This is an optimization exercise on Yosys and OpenROAD, whose aim is small area and a short achievable clock period, not a production implementation.
The RTL was checked by simulation tests, not by an equivalence proof against the original design.
Power and IR drop assume default switching activity.

v57:
Design Kernel, start of the top module:
module Kernel(
    input  [7:0]  pixel_in,
    input         clk,
    input         rst_n,
    input         rst_clk,
    output [31:0] z_out,
    output        slow_clk_out
);
Settings: LEC_CHECK=0, CAP_MARGIN=20, CORE_MARGIN=2, CORE_UTILIZATION=40, SETUP_SLACK_MARGIN=1.55, SLEW_MARGIN=20; clock period 3.0 ns.
standard.sh (not shown) runs the stock make flow with config.mk's settings and CLKGATE_MAP_FILE= SYNTH_SCRIPT=/design/flow/synth_recipe.tcl, a recipe that flattens the netlist after the stock synthesis.
==> flow/flow/run.sh <==
#!/bin/bash
# The standard layout (standard.sh), with these changes:
#  - CTS arguments below (no dummy loads, chosen clock buffers);
#  - buf_2 port buffers; one tie cell for the constant outputs;
#  - after the standard synthesis, fixfa.py flips full adders that Yosys
#    built with inverted inputs and outputs back to true polarity (same
#    function, fewer inverters); registers are untouched.
# make's output goes to flow_*.log here; each step's log is under orfs/logs.
set -euo pipefail
ARGS=(
  "CTS_ARGS=-sink_clustering_enable -repair_clock_nets -dont_use_dummy_load -buf_list sky130_fd_sc_hd__clkbuf_8 -root_buf sky130_fd_sc_hd__clkbuf_16"
  "BUFFER_PORTS_ARGS=-buffer_cell sky130_fd_sc_hd__buf_2"
  SKIP_REPAIR_TIE_FANOUT=1
)
R=orfs/results/sky130hd/Kernel/base
bash standard.sh "${ARGS[@]}" synth > flow_synth.log 2>&1
python3 flow/fixfa.py $R/1_2_yosys.v $R/1_2_yosys_fixfa.v > fixfa.log 2>&1
cp $R/1_2_yosys.v $R/1_2_yosys_orig.v
mv $R/1_2_yosys_fixfa.v $R/1_2_yosys.v
bash standard.sh "${ARGS[@]}" finish > flow_finish.log 2>&1
Other scripts of this flow, unchanged in this note and not shown: flow/flow/fixfa.py
v57 reached the final stage; the timing, design-rule and antenna checks on its layout passed.
### v57 -> v34
Settings: SETUP_SLACK_MARGIN changed from 1.55 to 1.4.
Notes after the runs:
- v57 finished every stage and its layout cleared the timing, design-rule and antenna checks.
- v34 finished every stage and its layout cleared the timing, design-rule and antenna checks.
- Reported net switching power (v34 over v57): increase, about 2.6%
- Summary of v34 over v57: clock skew -0.0062 ns, upper clock frequency limit -0.69%, routed wirelength normalized by instance count +about 3%, average via count per standard cell ~0 delta.
- Run comparison: v57 classification of the worst setup path register to output pin; v34 classification of the worst setup path register to register
- Routed length on met3 ends up lower on v34.
#### Input delta (v55 over v34)
Settings: an added PLACE_DENSITY of 0.75; a change of SETUP_SLACK_MARGIN from 1.4 to 1.55; a change of CORE_UTILIZATION from 40 to 65.
Results
Final standard cell area without fillers is lower on v55
Clock skew ends up higher on v34.
Count of maximum capacitance violations: v55 vs v34 identical
dfrtp_1 as the worst-path cell with the longest stage delay was reported by v55, and fa_1 by v34.

---

## v6
The RTL this note starts from:
==> flow/design.v <==
module fa(input a, input b, input c, output s, output co);
    assign s  = a ^ b ^ c;
    assign co = (a & b) | (c & (a ^ b));
endmodule
module add2(input [1:0] a, input [1:0] b, input ci, output [1:0] s, output co);
    wire c0;
    fa f0 (.a(a[0]), .b(b[0]), .c(ci), .s(s[0]), .co(c0));
    fa f1 (.a(a[1]), .b(b[1]), .c(c0), .s(s[1]), .co(co));
endmodule
module Kernel(
    input  [7:0]  pixel_in,
    input         clk,
    input         rst_n,
    input         rst_clk,
    output [31:0] z_out,
    output        slow_clk_out
);
    reg [2:0] j;
    reg       j2;
    always @(posedge clk or negedge rst_clk) begin
        if (!rst_clk) j <= 3'b000;
        else          j <= {j[1], j[0], ~j2};
    end
    always @(posedge clk) j2 <= j[1] & rst_clk;
    assign slow_clk_out = j[2];
    wire c5_nx = j[0] & ~j[1];       
    reg  slot;                       
    always @(posedge clk) slot <= c5_nx;
    wire at_c1 = j[1] & ~j[0];       
    reg rst_seen, rst_prev;
    wire seen_nx = ~rst_n | (rst_seen & ~slot);
    wire prev_nx = slot ? (rst_seen | ~rst_n) : rst_prev;
    wire kill_nx = seen_nx | (prev_nx & ~c5_nx);
    always @(posedge clk) begin
        rst_seen <= seen_nx;
        rst_prev <= prev_nx;
    end
    reg [3:0] n;                     
    always @(posedge clk) begin
        if (!rst_n)                  n <= 4'd0;
        else if (slot && n != 4'd13) n <= n + 4'd1;
    end
    wire v_lane = rst_n & ~j2 & (n >= 4'd6);
    wire v_reg  = rst_n & j2 & j[0] & (n >= 4'd7);
    wire w_lane = rst_n & ~j2 & (n >= 4'd12);
    wire w_reg  = rst_n & j2 & j[0] & (n >= 4'd13);
    reg [3:0] ev;
    reg [6:0] od;
    reg       x_lo;                  
    always @(posedge clk) begin
        if (slot) begin
            ev[3:1] <= {pixel_in[6], pixel_in[4], pixel_in[2]};
            od[6:4] <= {pixel_in[7], pixel_in[5], pixel_in[3]};
            od[2:0] <= 3'b000;
        end else begin
            ev[3:1] <= {1'b0, ev[3:2]};
            od[6:4] <= {1'b0, od[6:5]};
            od[2:0] <= od[3:1];
        end
        ev[0] <= (slot ? pixel_in[0] : ev[1]) & ~seen_nx;
        od[3] <= (slot ? pixel_in[1] : od[4]) & ~seen_nx;
        x_lo  <= od[3] & ~slot & ~seen_nx;
    end
    wire [1:0] x1 = {od[3], ev[0]};      
    wire [1:0] x2 = {ev[0], x_lo};       
    reg [70:1] lane;
    always @(posedge clk) lane <= {lane[69:1], j2 ? ev[0] : od[0]};
    reg [1:0] hb [1:12];                 
    integer k;
    always @(posedge clk) begin
        if (at_c1) begin
            hb[1] <= {od[5], ev[2]};
            for (k = 2; k <= 12; k = k + 1) hb[k] <= hb[k-1];
        end
    end
    reg [1:0] v, w;
    always @(posedge clk) begin
        v <= ({2{v_lane}} & {lane[30], lane[33]}) | ({2{v_reg}} & hb[6]);
        w <= ({2{w_lane}} & {lane[66], lane[69]}) | ({2{w_reg}} & hb[12]);
    end
    reg v_lo, w_lo;
    wire [1:0] v2 = {v[0], v_lo};
    wire [1:0] w2 = {w[0], w_lo};
    wire [1:0] r, s, q, s1, c1, t2in, z;
    wire       r_co, s_co, q_co, s1_co, c1_co, t2_co, z_co;
    reg        r_cy, s_cy, q_cy, s1_cy, c1_cy, t2_cy, z_cy;
    reg  [1:0] r_q, r_qq, s_q, q_q, s1_q;
    reg  [9:0] t3, t2;               
    add2 a_r  (.a(v),    .b(w2),   .ci(r_cy),  .s(r),    .co(r_co));
    add2 a_s  (.a(v2),   .b(w),    .ci(s_cy),  .s(s),    .co(s_co));
    add2 a_q  (.a(r_q),  .b(t2[9:8]), .ci(q_cy),  .s(q),    .co(q_co));
    add2 a_s1 (.a(s_q),  .b(t3[9:8]), .ci(s1_cy), .s(s1),   .co(s1_co));
    add2 a_c1 (.a(x2),   .b(r_qq), .ci(c1_cy), .s(c1),   .co(c1_co));
    add2 a_t2 (.a(x1),   .b(s1_q), .ci(t2_cy), .s(t2in), .co(t2_co));
    add2 a_z  (.a(x2),   .b(q_q),  .ci(z_cy),  .s(z),    .co(z_co));
    always @(posedge clk or negedge rst_n) begin
        if (!rst_n) begin
            v_lo <= 1'b0;  w_lo <= 1'b0;
            r_cy <= 1'b0;  s_cy <= 1'b0;  q_cy <= 1'b0;  s1_cy <= 1'b0;
            r_q  <= 2'b00; r_qq <= 2'b00; s_q <= 2'b00; q_q <= 2'b00; s1_q <= 2'b00;
        end else begin
            v_lo <= v[1];  w_lo <= w[1];
            r_cy <= r_co;  s_cy <= s_co;  q_cy <= q_co;  s1_cy <= s1_co;
            r_q  <= r;     r_qq <= r_q;   s_q <= s;      q_q <= q;      s1_q <= s1;
        end
    end
    always @(posedge clk) begin
        c1_cy <= c1_co;  t2_cy <= t2_co;  z_cy <= z_co;
        t3[7:0] <= {t3[5:0], c1};
        t3[9:8] <= t3[7:6] & {2{~kill_nx}};
        t2[7:0] <= {t2[5:0], t2in};
        t2[9:8] <= t2[7:6] & {2{~kill_nx}};
    end
    reg [9:0]  zs;      
    reg [11:0] zr;
    wire [1:0] ztop = {q_q[1] ^ (q_q[0] & z_cy), q_q[0] ^ z_cy};
    always @(posedge clk) begin
        zs <= {z, zs[9:2]};
        if (!rst_n)    zr <= 12'd0;
        else if (slot) zr <= rst_seen ? 12'd0 : {ztop, zs};
    end
    assign z_out = {20'd0, zr};
endmodule
Settings: LEC_CHECK=0, CAP_MARGIN=20, CORE_MARGIN=2, CORE_UTILIZATION=40, SETUP_SLACK_MARGIN=1.55, SLEW_MARGIN=20; clock period 3.0 ns.
==> flow/flow/run.sh <==
#!/bin/bash
# The standard layout (standard.sh), with these changes:
#  - CTS arguments below (no dummy loads, chosen clock buffers);
#  - buf_2 port buffers; one tie cell for the constant outputs;
#  - after the standard synthesis, fixfa.py flips full adders that Yosys
#    built with inverted inputs and outputs back to true polarity (same
#    function, fewer inverters); registers are untouched.
# make's output goes to flow_*.log here; each step's log is under orfs/logs.
set -euo pipefail
ARGS=(
  "CTS_ARGS=-sink_clustering_enable -repair_clock_nets -dont_use_dummy_load -buf_list sky130_fd_sc_hd__clkbuf_16 -root_buf sky130_fd_sc_hd__clkbuf_16 -sink_clustering_size 30 -sink_clustering_max_diameter 60"
  "BUFFER_PORTS_ARGS=-buffer_cell sky130_fd_sc_hd__buf_2"
  SKIP_REPAIR_TIE_FANOUT=1
)
R=orfs/results/sky130hd/Kernel/base
bash standard.sh "${ARGS[@]}" synth > flow_synth.log 2>&1
python3 flow/fixfa.py $R/1_2_yosys.v $R/1_2_yosys_fixfa.v > fixfa.log 2>&1
cp $R/1_2_yosys.v $R/1_2_yosys_orig.v
mv $R/1_2_yosys_fixfa.v $R/1_2_yosys.v
bash standard.sh "${ARGS[@]}" finish > flow_finish.log 2>&1
Other scripts of this flow, unchanged in this note and not shown: flow/flow/fixfa.py
What v16 does differently from v6 at the input level:
- SETUP_SLACK_MARGIN changed from 1.55 to 1.62
--- a/flow/flow/run.sh
+++ b/flow/flow/run.sh
@@ -9,5 +9,5 @@
 set -euo pipefail
 ARGS=(
-  "CTS_ARGS=-sink_clustering_enable -repair_clock_nets -dont_use_dummy_load -buf_list sky130_fd_sc_hd__clkbuf_16 -root_buf sky130_fd_sc_hd__clkbuf_16 -sink_clustering_size 30 -sink_clustering_max_diameter 60"
+  "CTS_ARGS=-sink_clustering_enable -repair_clock_nets -dont_use_dummy_load -buf_list sky130_fd_sc_hd__clkbuf_8 -root_buf sky130_fd_sc_hd__clkbuf_16"
   "BUFFER_PORTS_ARGS=-buffer_cell sky130_fd_sc_hd__buf_2"
   SKIP_REPAIR_TIE_FANOUT=1
## What came out
- Changes observed in v16 relative to v6: core occupancy in the finished layout now smaller; critical path depth barely changed; power per cell area lower; met2 demand-to-capacity share in global routing was more or less identical; quantity of gates resized following cts higher.
- Final cell count, v6 and v16, lower one = v6.
- The lower part of the total power dissipated in combinational logic came out of v6.

-- separate check: timing with driven ports --
The flow's constraints put no driver on any port. The routed layouts listed below were extracted and timed again, unchanged, in two steps.
Step 1 (the two cells are an assumption about what drives the block):
set clk [get_ports {clk}]
set_driving_cell -lib_cell sky130_fd_sc_hd__clkbuf_16 $clk
set_driving_cell -lib_cell sky130_fd_sc_hd__buf_2 [delete_from_list [all_inputs] $clk]
Step 2 also shifts input and output timing later by t, the mid clock arrival at the registers, as if the neighbouring blocks saw the same clock.
a / b / c = ideal / step 1 / step 2; a / b = the first two.
run	t, ns	setup WS [ns]	worst setup path after step 2	worst register clock-pin slew, ns	cell pins on the clock port's net
v57	0.393	1.552 / 1.513 / 1.379	input to register	0.10 / 0.10	1
v34	0.398	1.542 / 1.517 / 1.275	input to register	0.10 / 0.10	1
v55	0.389	1.557 / 1.525 / 1.334	input to register	0.10 / 0.10	1
v6	0.445	1.514 / 1.474 / 1.430	input to register	0.07 / 0.07	1
v16	0.390	1.554 / 1.515 / 1.373	input to register	0.10 / 0.10	1
After both steps setup and hold are still met in every run listed. The setup slack of v34, which loses most, moves by -0.025 ns with the drivers and by -0.267 ns with both steps.
